Context: an optimization exercise on an open-source flow, tuned for small area and a short achievable clock period. The choices shown serve that exercise and are no tape-out recipe.
In this exercise RTL edits were held to simulation tests only and were not proved equivalent to the original.
The clock port is modelled as an ideal driver, which makes a skipped or thinned clock tree look cheaper than it is; a real chip needs a root buffer or a tree.
Power and IR drop assume default switching activity.

Setup of juniper:
// Optimized_Wallace
module Optimized_Wallace(
    input clk, rst,
    input [15:0] A, B,
    output reg [31:0] PRODUCT
);
    reg [15:0] ra;
    reg rb15;
    reg one0;
    reg two0;
    reg neg0;
    reg one1;
    reg two1;
    reg neg1;
    reg one2;
    reg two2;
    reg neg2;
    reg one3;
    reg two3;
    reg neg3;
    reg one4;
    reg two4;
    reg neg4;
    reg one5;
    reg two5;
    reg neg5;
    reg one6;
    reg two6;
    reg neg6;
    reg one7;
    reg two7;
    reg neg7;
    reg [92:0] r2;
    reg [54:0] r3;
    reg v1, v2, v3;
    wire pp1 = ((one0 & ra[0])) ^ neg0;
    wire pp2 = ((one0 & ra[1]) | (two0 & ra[0])) ^ neg0;
    wire pp3 = ((one0 & ra[2]) | (two0 & ra[1])) ^ neg0;
    wire pp4 = ((one0 & ra[3]) | (two0 & ra[2])) ^ neg0;
    wire pp5 = ((one0 & ra[4]) | (two0 & ra[3])) ^ neg0;
    wire pp6 = ((one0 & ra[5]) | (two0 & ra[4])) ^ neg0;
    wire pp7 = ((one0 & ra[6]) | (two0 & ra[5])) ^ neg0;
    wire pp8 = ((one0 & ra[7]) | (two0 & ra[6])) ^ neg0;
    wire pp9 = ((one0 & ra[8]) | (two0 & ra[7])) ^ neg0;
    wire pp10 = ((one0 & ra[9]) | (two0 & ra[8])) ^ neg0;
    wire pp11 = ((one0 & ra[10]) | (two0 & ra[9])) ^ neg0;
  ...
Size: roughly 990 cells after synthesis, roughly 220 flip-flops, ~66 I/O pins.
Settings: LEC_CHECK=0, CAP_MARGIN=20, CORE_MARGIN=2, CORE_UTILIZATION=40, CTS_BUF_LIST=sky130_fd_sc_hd__clkbuf_16, CTS_CLUSTER_DIAMETER=100, CTS_CLUSTER_SIZE=25, PLACE_DENSITY=0.75, SETUP_SLACK_MARGIN=1.4, SLEW_MARGIN=20, SYNTH_HIERARCHICAL=1, SYNTH_MINIMUM_KEEP_SIZE=0, TNS_END_PERCENT=0; clock period 3.0 ns.
standard.sh (not shown) runs the stock make flow with config.mk's settings and CLKGATE_MAP_FILE= SYNTH_SCRIPT=/design/flow/synth_recipe.tcl, a recipe that flattens the netlist after the stock synthesis.
==> flow/flow/run.sh <==
#!/bin/bash
# The standard layout (the standard.sh: ORFS synthesis through finish),
# with the port buffers made of sky130_fd_sc_hd__buf_1 instead of the
# resizer's default pick.  Every tool's output goes to a log in this folder
# (make's own output to flow_make.log, ORFS's per-step logs under orfs/logs).
set -euo pipefail
export BUFFER_PORTS_ARGS="-buffer_cell sky130_fd_sc_hd__buf_1"
bash standard.sh finish > flow_make.log 2>&1
--- input diff juniper..fjord ---
- PLACE_DENSITY: 0.75 -> unset
- SETUP_SLACK_MARGIN: 1.4 -> unset
==> flow/run.sh (new file) <==
#!/bin/bash
# synth_recipe.tcl (not shown) runs the flow's synth.tcl, then flattens the netlist and writes it again
# the make line also repeats each setting of config.mk as NAME=value (left out here)
make -C /OpenROAD-flow-scripts/flow DESIGN_CONFIG=/design/flow/config.mk WORK_HOME=/design/flow/orfs CLKGATE_MAP_FILE= SYNTH_SCRIPT=/design/flow/synth_recipe.tcl finish
removed: flow/flow/run.sh
removed: flow/standard.sh
### Flow results
The die area was comparable across juniper and fjord.
When fjord is measured against juniper, its post-CTS repair timing setup buffer count turns out 1 lower.
Taking juniper as the reference point, the global-route wire length before repair of fjord falls by about 2.1%.
Looking only at clock network contribution to total cell area, and setting everything else aside, the lower value of juniper and fjord goes to juniper.
#### Input delta (amber over fjord)
- putting SETUP_SLACK_MARGIN at 1.1 where nothing was set
==> comparison <==
Summary of amber over fjord: all-layer global routing usage rose 1.0 points; logic gate share of total power rose 2.0 points; power of the sequential group fell about 1%.
Buffering stage count on the worst path with inverters included: amber > fjord
amber reports a higher core utilization than fjord does.
The clock transition time at the flip-flop clock pins of the worst setup and hold paths was comparable across amber and fjord.
Looking at combinational-cell power consumption, amber sits about 7% higher than fjord does.
Edits applied to the flow inputs when going from amber to harbor:
- changing CORE_UTILIZATION from 40 to 60
- changing SETUP_SLACK_MARGIN from 1.1 to 1.4
==> flow/flow/run.sh (new file) <==
#!/bin/bash
# The standard layout (the standard.sh: ORFS synthesis through finish),
# with the port buffers made of sky130_fd_sc_hd__buf_1 instead of the
# resizer's default pick.  Every tool's output goes to a log in this folder
# (make's own output to flow_make.log, ORFS's per-step logs under orfs/logs).
set -euo pipefail
export BUFFER_PORTS_ARGS="-buffer_cell sky130_fd_sc_hd__buf_1"
bash standard.sh finish > flow_make.log 2>&1
==> flow/standard.sh (new file) <==
#!/bin/bash
# synth_recipe.tcl (not shown) runs the flow's synth.tcl, then flattens the netlist and writes it again
# the make line also repeats each setting of config.mk as NAME=value (left out here)
make -C /OpenROAD-flow-scripts/flow DESIGN_CONFIG=/design/flow/config.mk WORK_HOME=/design/flow/orfs CLKGATE_MAP_FILE= SYNTH_SCRIPT=/design/flow/synth_recipe.tcl "${@:-finish}"
removed: flow/run.sh
Findings:
The flow did not stop early for harbor: all stages ran, and the layout cleared the timing, DRC and antenna checks. The fraction of standard cell area in multi-input logic in harbor was higher than what amber gave. Diff amber -> harbor | number of CTS-inserted buffers | decrease of 1. Maximum single-stage delay on the critical path, amber and harbor: larger value in harbor.
#### Input delta (raven over harbor)
- swapping 60 for 40 in CORE_UTILIZATION
Notes after the runs:
Looking at critical path endpoint, the r2[24]$_DFF_P_ result is from raven; the r2[40]$_DFF_P_ one comes from harbor.
Routed wire in raven totals more than in harbor.
[compare] base=harbor new=raven: total vias in the final route -290; worst setup slack before clock tree synthesis +0.20 ns; clock network fraction of total power +0.9 points.

========
Another version of the RTL of Optimized_Wallace (not shown whole).
Size in the first run: roughly 220 flip-flops.
export LEC_CHECK = 0
export CAP_MARGIN = 20
export CORE_MARGIN = 2
export CORE_UTILIZATION = 60
export CTS_BUF_LIST = sky130_fd_sc_hd__clkbuf_16
export CTS_CLUSTER_DIAMETER = 100
export CTS_CLUSTER_SIZE = 25
export SETUP_SLACK_MARGIN = 1.15
export SLEW_MARGIN = 20
export SYNTH_HIERARCHICAL = 1
export SYNTH_MINIMUM_KEEP_SIZE = 0
export TNS_END_PERCENT = 0
create_clock -name core_clock -period 3.0 [get_ports {clk}]
==> flow/flow/run.sh <==
#!/bin/bash
set -euo pipefail
export BUFFER_PORTS_ARGS="-buffer_cell sky130_fd_sc_hd__buf_1"
bash standard.sh cts > flow_cts.log 2>&1
export RES=$PWD/orfs/results/sky130hd/Optimized_Wallace/base
export PLATFORM_DIR=$FLOW_HOME/platforms/sky130hd
export SKEW_PLAN=$PWD/flow/plan.tcl
openroad -no_splash -exit flow/skew.tcl > skew_eco.log 2>&1
bash standard.sh finish > flow_make.log 2>&1
==> flow/flow/plan.tcl <==
set rootnet $root
branch r1 {ra* rb15* one* two* neg*} {clkbuf_16} 2 [$block findNet clk]
set root [$block findNet clk]
tune r2 {r2*} 0.434 5 {clkbuf_1 clkbuf_2 clkbuf_4 clkbuf_8 clkbuf_16}
set root $rootnet
tune r3 {r3* v1* v2* v3*} 0.635 3
tune prod {PRODUCT*} 0.80 3
==> flow/flow/skew.tcl <==
set res $::env(RES)
read_lef $::env(PLATFORM_DIR)/lef/sky130_fd_sc_hd.tlef
read_lef $::env(PLATFORM_DIR)/lef/sky130_fd_sc_hd_merged.lef
read_liberty $::env(PLATFORM_DIR)/lib/sky130_fd_sc_hd__tt_025C_1v80.lib
read_db $res/4_cts.odb
read_sdc $res/4_cts.sdc
source $::env(PLATFORM_DIR)/setRC.tcl
set db [ord::get_db]
set block [ord::get_db_block]
set root [$block findNet clknet_0_clk]

proc master {n} { return [[ord::get_db] findMaster sky130_fd_sc_hd__$n] }
set uid 0
proc newbuf {type innet x y} {
  global block uid
  incr uid
  set inst [odb::dbInst_create $block [master $type] "cksk_buf_$uid"]
  set net [odb::dbNet_create $block "cksk_net_$uid"]
  $net setSigType CLOCK
  [$inst findITerm A] connect $innet
  [$inst findITerm X] connect $net
  $inst setLocation [expr int($x)] [expr int($y)]
  $inst setPlacementStatus PLACED
  return $net
}
proc flops {pats} {
  global block
  set out {}
  foreach inst [$block getInsts] {
    set n [$inst getName]
    if {[$inst findITerm CLK] eq "NULL"} continue
    foreach p $pats { if {[string match $p $n]} { lappend out $inst; break } }
  }
  return $out
}
proc centroid {insts} {
  set sx 0; set sy 0
  foreach i $insts { set b [$i getBBox]; set sx [expr $sx + [$b xMin]]; set sy [expr $sy + [$b yMin]] }
  set n [llength $insts]
  return [list [expr $sx / $n] [expr $sy / $n]]
}
# chain: list of buffer types from the root; the last one is repeated per leaf cluster
proc branch {name pats chain nleaf {src {}}} {
  global root
  if {$src ne {}} { set root $src }
  set fl [flops $pats]
  set fl [lsort -command {apply {{a b} {expr {[[$a getBBox] xMin] - [[$b getBBox] xMin]}}}} $fl]
  set c [centroid $fl]
  set net $root
  if {![llength $chain]} {
    foreach f $fl { set it [$f findITerm CLK]; $it disconnect; $it connect $root }
    puts "branch $name: [llength $fl] flops on the root net"
    return
  }
  foreach t [lrange $chain 0 end-1] { set net [newbuf $t $net [lindex $c 0] [lindex $c 1]] }
  set per [expr {([llength $fl] + $nleaf - 1) / $nleaf}]
  for {set k 0} {$k < $nleaf} {incr k} {
    set grp [lrange $fl [expr $k*$per] [expr ($k+1)*$per - 1]]
    if {![llength $grp]} continue
    set cc [centroid $grp]
    set leaf [newbuf [lindex $chain end] $net [lindex $cc 0] [lindex $cc 1]]
    foreach f $grp {
      set it [$f findITerm CLK]
      $it disconnect
      $it connect $leaf
    }
  }
  puts "branch $name: [llength $fl] flops, chain $chain x $nleaf"
}

# Build a branch, measure the mean clock latency of its flops, and undo it.
set created {}
proc newbuf2 {type innet x y} {
  global created
  set net [newbuf $type $innet $x $y]
  lappend created $net
  return $net
}
proc build {fl chain nleaf} {
  global root created
  set created {}
  set c [centroid $fl]
  set net $root
  foreach t [lrange $chain 0 end-1] { set net [newbuf2 $t $net [lindex $c 0] [lindex $c 1]] }
  set per [expr {([llength $fl] + $nleaf - 1) / $nleaf}]
  for {set k 0} {$k < $nleaf} {incr k} {
    set grp [lrange $fl [expr $k*$per] [expr ($k+1)*$per - 1]]
    if {![llength $grp]} continue
    set cc [centroid $grp]
    set leaf [newbuf2 [lindex $chain end] $net [lindex $cc 0] [lindex $cc 1]]
    foreach f $grp { set it [$f findITerm CLK]; $it disconnect; $it connect $leaf }
  }
}
proc undo {fl orig} {
  global created
  foreach f $fl o $orig { set it [$f findITerm CLK]; $it disconnect; $it connect $o }
  foreach net [lreverse $created] {
    foreach it [$net getITerms] { if {[$it isOutputSignal]} { set inst [$it getInst] } }
    odb::dbInst_destroy $inst
    odb::dbNet_destroy $net
  }
  set created {}
}
proc meanlat {fl} {
  global maxslew
  estimate_parasitics -placement
  set s 0.0
  set maxslew 0.0
  foreach f $fl {
    set pin [get_pins "[$f getName]/CLK"]
    set s [expr {$s + [get_property $pin arrival_max_rise]}]
    set sl [get_property $pin slew_max]
    if {$sl > $maxslew} { set maxslew $sl }
  }
  return [expr {$s / [llength $fl]}]
}
proc branch_area {chain nl} {
  set a 0.0
  foreach t [lrange $chain 0 end-1] { set a [expr {$a + [[master $t] getWidth] * [[master $t] getHeight] / 1e6}] }
  set t [lindex $chain end]
  return [expr {$a + $nl * [[master $t] getWidth] * [[master $t] getHeight] / 1e6}]
}
proc tune {name pats target nleaf {firsts {{} clkbuf_1 clkbuf_2 clkbuf_8 clkbuf_16}}} {
  global maxslew
  set fl [flops $pats]
  set fl [lsort -command {apply {{a b} {expr {[[$a getBBox] xMin] - [[$b getBBox] xMin]}}}} $fl]
  set orig {}
  foreach f $fl { lappend orig [[$f findITerm CLK] getNet] }
  set best {}
  set besterr 1e9
  set bestcost 1e9
  set bestn $nleaf
  set cands {}
  foreach leaf {clkbuf_16 clkbuf_8} {
    foreach nl [list [expr {$nleaf - 1}] $nleaf [expr {$nleaf + 1}] [expr {$nleaf + 2}]] {
      if {$nl < 1} continue
      foreach first $firsts {
        for {set n 0} {$n <= 14} {incr n} {
          set chain [concat $first [lrepeat $n clkbuf_4] $leaf]
          build $fl $chain $nl
          set lat [meanlat $fl]
          undo $fl $orig
          set err [expr {abs($lat - $target)}]
          puts "tune $name: $chain x $nl -> [format %.3f $lat] slew [format %.3f $maxslew] (target [format %.3f $target])"
          if {$maxslew < 0.100} { lappend cands [list $err [branch_area $chain $nl] $chain $nl] }
          if {$maxslew < 0.100 && $err < $besterr} { set besterr $err }
          if {$lat > $target + 0.2} break
        }
      }
    }
  }
  foreach c $cands {
    if {[lindex $c 0] <= $besterr + 0.015 && [lindex $c 1] < $bestcost} {
      set bestcost [lindex $c 1]; set best [lindex $c 2]; set bestn [lindex $c 3]
    }
  }
  build $fl $best $bestn
  puts "tune $name: chose $best x $bestn, latency [format %.3f [meanlat $fl]] slew [format %.3f $maxslew]"
}

source $::env(SKEW_PLAN)
# remove clock buffers left without sinks, and CTS's dummy clock loads
# (clock cells whose output is unconnected)
proc is_clkcell {inst} {
  set m [[$inst getMaster] getName]
  return [expr {[string match "*clkbuf*" $m] || [string match "*clkinv*" $m] || [string match "*__inv_*" $m] || [string match "*__buf_*" $m]}]
}
proc outnet {inst} {
  foreach it [$inst getITerms] { if {[$it isOutputSignal]} { return [$it getNet] } }
  return "NULL"
}
set changed 1
while {$changed} {
  set changed 0
  foreach inst [$block getInsts] {
    if {![is_clkcell $inst]} continue
    set n [outnet $inst]
    if {$n eq "NULL"} {
      # dummy load: only if its input is on a clock net
      set clkin 0
      foreach it [$inst getITerms] { if {[$it isInputSignal] && [$it getNet] ne "NULL" && [[$it getNet] getSigType] eq "CLOCK"} { set clkin 1 } }
      if {$clkin} { puts "removing dummy [$inst getName]"; odb::dbInst_destroy $inst; set changed 1 }
      continue
    }
    if {[$n getSigType] ne "CLOCK"} continue
    if {[llength [$n getITerms]] <= 1 && [llength [$n getBTerms]] == 0} {
      puts "removing [$inst getName]"
      odb::dbInst_destroy $inst
      odb::dbNet_destroy $n
      set changed 1
    }
  }
}
detailed_placement
check_placement
estimate_parasitics -placement
set_propagated_clock [all_clocks]
catch { report_checks -path_delay max -group_path_count 3 -format end }
catch { report_clock_skew }
foreach p {ra[0]* one0* r2[0]* r3[0]* PRODUCT[0]* v1*} {
  catch { foreach pin [get_pins -quiet $p/CLK] { puts "latency [get_full_name $pin] [get_property $pin arrival_max_rise]" } }
}
write_db $res/4_cts.odb
Edit:
==> flow/flow/plan.tcl (replaced) <==
set rootnet $root
branch r1 {ra* rb15* one* two* neg*} {clkbuf_16} 2 [$block findNet clk]
set root [$block findNet clk]
tune r2 {r2*} 0.46 5 {clkbuf_1 clkbuf_2 clkbuf_4 clkbuf_8 clkbuf_16}
set root $rootnet
tune r3 {r3*} 0.62 3
tune prod {PRODUCT*} 0.82 3
--- a/flow/flow/skew.tcl
+++ b/flow/flow/skew.tcl
@@ -30,3 +30,2 @@
     set n [$inst getName]
-    if {[$inst findITerm CLK] eq "NULL"} continue
     foreach p $pats { if {[string match $p $n]} { lappend out $inst; break } }
@@ -116,8 +115,2 @@
 }
-proc branch_area {chain nl} {
-  set a 0.0
-  foreach t [lrange $chain 0 end-1] { set a [expr {$a + [[master $t] getWidth] * [[master $t] getHeight] / 1e6}] }
-  set t [lindex $chain end]
-  return [expr {$a + $nl * [[master $t] getWidth] * [[master $t] getHeight] / 1e6}]
-}
 proc tune {name pats target nleaf {firsts {{} clkbuf_1 clkbuf_2 clkbuf_8 clkbuf_16}}} {
@@ -130,5 +123,3 @@
   set besterr 1e9
-  set bestcost 1e9
   set bestn $nleaf
-  set cands {}
   foreach leaf {clkbuf_16 clkbuf_8} {
@@ -144,4 +135,3 @@
           puts "tune $name: $chain x $nl -> [format %.3f $lat] slew [format %.3f $maxslew] (target [format %.3f $target])"
-          if {$maxslew < 0.100} { lappend cands [list $err [branch_area $chain $nl] $chain $nl] }
-          if {$maxslew < 0.100 && $err < $besterr} { set besterr $err }
+          if {$maxslew < 0.100 && $err < $besterr} { set besterr $err; set best $chain; set bestn $nl }
           if {$lat > $target + 0.2} break
@@ -149,7 +139,2 @@
       }
-    }
-  }
-  foreach c $cands {
-    if {[lindex $c 0] <= $besterr + 0.015 && [lindex $c 1] < $bestcost} {
-      set bestcost [lindex $c 1]; set best [lindex $c 2]; set bestn [lindex $c 3]
     }
@@ -161,12 +146,3 @@
 source $::env(SKEW_PLAN)
-# remove clock buffers left without sinks, and CTS's dummy clock loads
-# (clock cells whose output is unconnected)
-proc is_clkcell {inst} {
-  set m [[$inst getMaster] getName]
-  return [expr {[string match "*clkbuf*" $m] || [string match "*clkinv*" $m] || [string match "*__inv_*" $m] || [string match "*__buf_*" $m]}]
-}
-proc outnet {inst} {
-  foreach it [$inst getITerms] { if {[$it isOutputSignal]} { return [$it getNet] } }
-  return "NULL"
-}
+# remove clock buffers left without sinks
 set changed 1
@@ -175,12 +151,9 @@
   foreach inst [$block getInsts] {
-    if {![is_clkcell $inst]} continue
-    set n [outnet $inst]
-    if {$n eq "NULL"} {
-      # dummy load: only if its input is on a clock net
-      set clkin 0
-      foreach it [$inst getITerms] { if {[$it isInputSignal] && [$it getNet] ne "NULL" && [[$it getNet] getSigType] eq "CLOCK"} { set clkin 1 } }
-      if {$clkin} { puts "removing dummy [$inst getName]"; odb::dbInst_destroy $inst; set changed 1 }
-      continue
-    }
-    if {[$n getSigType] ne "CLOCK"} continue
+    set m [[$inst getMaster] getName]
+    if {![string match "*clkbuf*" $m] && ![string match "*clkinv*" $m]} continue
+    set x [$inst findITerm X]
+    if {$x eq "NULL"} { set x [$inst findITerm Y] }
+    if {$x eq "NULL"} continue
+    set n [$x getNet]
+    if {$n eq "NULL"} continue
     if {[llength [$n getITerms]] <= 1 && [llength [$n getBTerms]] == 0} {
- SETUP_SLACK_MARGIN: 1.15 -> 1.4
Outcome: Utilization rose by 1.6 points; routed wire length rose by a few percent; global-route usage grows by 0.84 points; worst hold slack gets worse by 0.048 ns; area after synthesis is unchanged; first-iteration DRC count climbs by a few percent.
Edit:
==> flow/flow/plan.tcl (replaced) <==
set rootnet $root
branch r1 {ra* rb15* one* two* neg*} {clkbuf_16} 2 [$block findNet clk]
set root [$block findNet clk]
tune r2 {r2*} 0.434 5 {clkbuf_1 clkbuf_2 clkbuf_4 clkbuf_8 clkbuf_16}
set root $rootnet
tune r3 {r3* v1* v2* v3*} 0.635 3
tune prod {PRODUCT*} 0.80 3
--- a/flow/flow/skew.tcl
+++ b/flow/flow/skew.tcl
@@ -30,2 +30,3 @@
     set n [$inst getName]
+    if {[$inst findITerm CLK] eq "NULL"} continue
     foreach p $pats { if {[string match $p $n]} { lappend out $inst; break } }
@@ -115,2 +116,8 @@
 }
+proc branch_area {chain nl} {
+  set a 0.0
+  foreach t [lrange $chain 0 end-1] { set a [expr {$a + [[master $t] getWidth] * [[master $t] getHeight] / 1e6}] }
+  set t [lindex $chain end]
+  return [expr {$a + $nl * [[master $t] getWidth] * [[master $t] getHeight] / 1e6}]
+}
 proc tune {name pats target nleaf {firsts {{} clkbuf_1 clkbuf_2 clkbuf_8 clkbuf_16}}} {
@@ -123,3 +130,5 @@
   set besterr 1e9
+  set bestcost 1e9
   set bestn $nleaf
+  set cands {}
   foreach leaf {clkbuf_16 clkbuf_8} {
@@ -135,3 +144,4 @@
           puts "tune $name: $chain x $nl -> [format %.3f $lat] slew [format %.3f $maxslew] (target [format %.3f $target])"
-          if {$maxslew < 0.100 && $err < $besterr} { set besterr $err; set best $chain; set bestn $nl }
+          if {$maxslew < 0.100} { lappend cands [list $err [branch_area $chain $nl] $chain $nl] }
+          if {$maxslew < 0.100 && $err < $besterr} { set besterr $err }
           if {$lat > $target + 0.2} break
@@ -141,2 +151,7 @@
   }
+  foreach c $cands {
+    if {[lindex $c 0] <= $besterr + 0.015 && [lindex $c 1] < $bestcost} {
+      set bestcost [lindex $c 1]; set best [lindex $c 2]; set bestn [lindex $c 3]
+    }
+  }
   build $fl $best $bestn
@@ -146,3 +161,12 @@
 source $::env(SKEW_PLAN)
-# remove clock buffers left without sinks
+# remove clock buffers left without sinks, and CTS's dummy clock loads
+# (clock cells whose output is unconnected)
+proc is_clkcell {inst} {
+  set m [[$inst getMaster] getName]
+  return [expr {[string match "*clkbuf*" $m] || [string match "*clkinv*" $m] || [string match "*__inv_*" $m] || [string match "*__buf_*" $m]}]
+}
+proc outnet {inst} {
+  foreach it [$inst getITerms] { if {[$it isOutputSignal]} { return [$it getNet] } }
+  return "NULL"
+}
 set changed 1
@@ -151,9 +175,12 @@
   foreach inst [$block getInsts] {
-    set m [[$inst getMaster] getName]
-    if {![string match "*clkbuf*" $m] && ![string match "*clkinv*" $m]} continue
-    set x [$inst findITerm X]
-    if {$x eq "NULL"} { set x [$inst findITerm Y] }
-    if {$x eq "NULL"} continue
-    set n [$x getNet]
-    if {$n eq "NULL"} continue
+    if {![is_clkcell $inst]} continue
+    set n [outnet $inst]
+    if {$n eq "NULL"} {
+      # dummy load: only if its input is on a clock net
+      set clkin 0
+      foreach it [$inst getITerms] { if {[$it isInputSignal] && [$it getNet] ne "NULL" && [[$it getNet] getSigType] eq "CLOCK"} { set clkin 1 } }
+      if {$clkin} { puts "removing dummy [$inst getName]"; odb::dbInst_destroy $inst; set changed 1 }
+      continue
+    }
+    if {[$n getSigType] ne "CLOCK"} continue
     if {[llength [$n getITerms]] <= 1 && [llength [$n getBTerms]] == 0} {
- power is lower by a few percent
- wire length came out lower by a few percent
- cell area is lower by a few percent
Edit:
==> flow/flow/plan.tcl (replaced) <==
set rootnet $root
branch r1 {ra* rb15* one* two* neg*} {clkbuf_16} 2 [$block findNet clk]
foreach pass {1 2} {
  set root [$block findNet clk]
  tune r2 {r2*} 0.385 5 {clkbuf_1 clkbuf_2 clkbuf_4 clkbuf_8 clkbuf_16}
  set root $rootnet
  tune r3 {r3* v1* v2* v3*} 0.60 3
  tune prod {PRODUCT*} 0.79 3
  cleanup
}
--- a/flow/flow/skew.tcl
+++ b/flow/flow/skew.tcl
@@ -134,7 +134,8 @@
   foreach leaf {clkbuf_16 clkbuf_8} {
-    foreach nl [list [expr {$nleaf - 1}] $nleaf [expr {$nleaf + 1}] [expr {$nleaf + 2}]] {
+    foreach nl [list $nleaf [expr {$nleaf + 1}]] {
       if {$nl < 1} continue
       foreach first $firsts {
+       foreach mid {{} clkbuf_2 clkbuf_8 clkbuf_16} {
         for {set n 0} {$n <= 14} {incr n} {
-          set chain [concat $first [lrepeat $n clkbuf_4] $leaf]
+          set chain [concat $first [lrepeat $n clkbuf_4] $mid $leaf]
           build $fl $chain $nl
@@ -146,4 +147,5 @@
           if {$maxslew < 0.100 && $err < $besterr} { set besterr $err }
-          if {$lat > $target + 0.2} break
+          if {$lat > $target + 0.15} break
         }
+       }
       }
@@ -160,3 +162,2 @@
 
-source $::env(SKEW_PLAN)
 # remove clock buffers left without sinks, and CTS's dummy clock loads
@@ -171,4 +172,6 @@
 }
-set changed 1
-while {$changed} {
+proc cleanup {} {
+  global block
+  set changed 1
+  while {$changed} {
   set changed 0
@@ -193,2 +196,6 @@
 }
+}
+
+source $::env(SKEW_PLAN)
+cleanup
 detailed_placement
The new run produced a clean layout; global-route usage drops by 0.15 points; wire length drops slightly; fmax drops slightly; power drops slightly; critical path depth drops by 8; sequential power barely changes; final cell count barely changes; via count drops slightly.
Edit:
==> flow/flow/plan.tcl (replaced) <==
set rootnet $root
branch r1 {ra* rb15* one* two* neg*} {clkbuf_16} 2 [$block findNet clk]
set root [$block findNet clk]
tune r2 {r2*} 0.46 5 {clkbuf_1 clkbuf_2 clkbuf_4 clkbuf_8 clkbuf_16}
set root $rootnet
tune r3 {r3* v1* v2* v3*} 0.645 3
tune prod {PRODUCT*} 0.86 3
--- a/flow/flow/skew.tcl
+++ b/flow/flow/skew.tcl
@@ -134,8 +134,7 @@
   foreach leaf {clkbuf_16 clkbuf_8} {
-    foreach nl [list $nleaf [expr {$nleaf + 1}]] {
+    foreach nl [list [expr {$nleaf - 1}] $nleaf [expr {$nleaf + 1}] [expr {$nleaf + 2}]] {
       if {$nl < 1} continue
       foreach first $firsts {
-       foreach mid {{} clkbuf_2 clkbuf_8 clkbuf_16} {
         for {set n 0} {$n <= 14} {incr n} {
-          set chain [concat $first [lrepeat $n clkbuf_4] $mid $leaf]
+          set chain [concat $first [lrepeat $n clkbuf_4] $leaf]
           build $fl $chain $nl
@@ -147,5 +146,4 @@
           if {$maxslew < 0.100 && $err < $besterr} { set besterr $err }
-          if {$lat > $target + 0.15} break
+          if {$lat > $target + 0.2} break
         }
-       }
       }
@@ -162,2 +160,3 @@
 
+source $::env(SKEW_PLAN)
 # remove clock buffers left without sinks, and CTS's dummy clock loads
@@ -172,6 +171,4 @@
 }
-proc cleanup {} {
-  global block
-  set changed 1
-  while {$changed} {
+set changed 1
+while {$changed} {
   set changed 0
@@ -196,6 +193,2 @@
 }
-}
-
-source $::env(SKEW_PLAN)
-cleanup
 detailed_placement
What happened: Wire length is higher by 0.61%; flip-flop and latch count does not change; critical path depth does not change; clock power is higher by about 4%.
In the first, third, fourth and fifth runs of this note the design's own scripts or RTL, not TritonCTS, make the clock network.

-- re-timing with driven ports --
In the flow no input, the clock included, has a driving cell. The finished layouts below were timed again as built, in two steps.
Step 1 sets driving cells, clkbuf_16 on the clock port and buf_2 on the other inputs (assumed; they add their load-dependent delay and slew).
Step 2, shift: input delay + t, output delay - t, t = (earliest + latest rising clock arrival at the registers) / 2. This alone moves slack from input paths to output paths.
Three values: ideal, step 1, step 2; two values: the first two.
run | shift t [ns] | slack for setup (ns) | worst hold slack (ns) | worst setup path after step 2 | clock arrival spread, ns | slew at the worst register clock pin (ns) | cell pins on the clock port's net
juniper | 0.517 | 0.949 / 0.949 / 0.949 | 0.005 / -0.024 / 0.355 | register to register | 0.026 / 0.026 | 0.10 / 0.10 | 1
fjord | 0.511 | 0.557 / 0.557 / 0.557 | 0.353 / 0.353 / 0.353 | register to register | 0.022 / 0.022 | 0.10 / 0.10 | 1
amber | 0.536 | 0.961 / 0.961 / 0.961 | 0.365 / 0.365 / 0.365 | register to register | 0.041 / 0.042 | 0.11 / 0.11 | 1
harbor | 0.512 | 0.914 / 0.914 / 0.914 | 0.175 / 0.150 / 0.366 | register to register | 0.017 / 0.016 | 0.10 / 0.10 | 1
raven | 0.518 | 0.940 / 0.940 / 0.940 | 0.173 / 0.141 / 0.359 | register to register | 0.017 / 0.017 | 0.10 / 0.10 | 1
the first run of note 2 | 0.528 | 1.064 / 1.063 / 1.064 | 0.252 / 0.252 / 0.252 | register to register | 0.626 / 0.625 | 0.09 / 0.09 | 4
the second run of note 2 | 0.562 | 1.069 / 0.999 / 1.095 | 0.204 / 0.204 / 0.204 | register to register | 0.701 / 0.700 | 0.09 / 0.09 | 4
the third run of note 2 | 0.528 | 1.064 / 1.063 / 1.064 | 0.252 / 0.252 / 0.252 | register to register | 0.626 / 0.625 | 0.09 / 0.09 | 4
the fourth run of note 2 | 0.571 | 1.047 / 0.974 / 1.076 | 0.159 / 0.159 / 0.159 | register to register | 0.711 / 0.710 | 0.09 / 0.09 | 4
the fifth run of note 2 | 0.574 | 1.039 / 0.967 / 1.076 | 0.171 / 0.171 / 0.171 | register to register | 0.718 / 0.717 | 0.09 / 0.09 | 4
In 5 of these runs the clock reaches the registers at very different times; t lies between them, and the last value is a rough guide only.
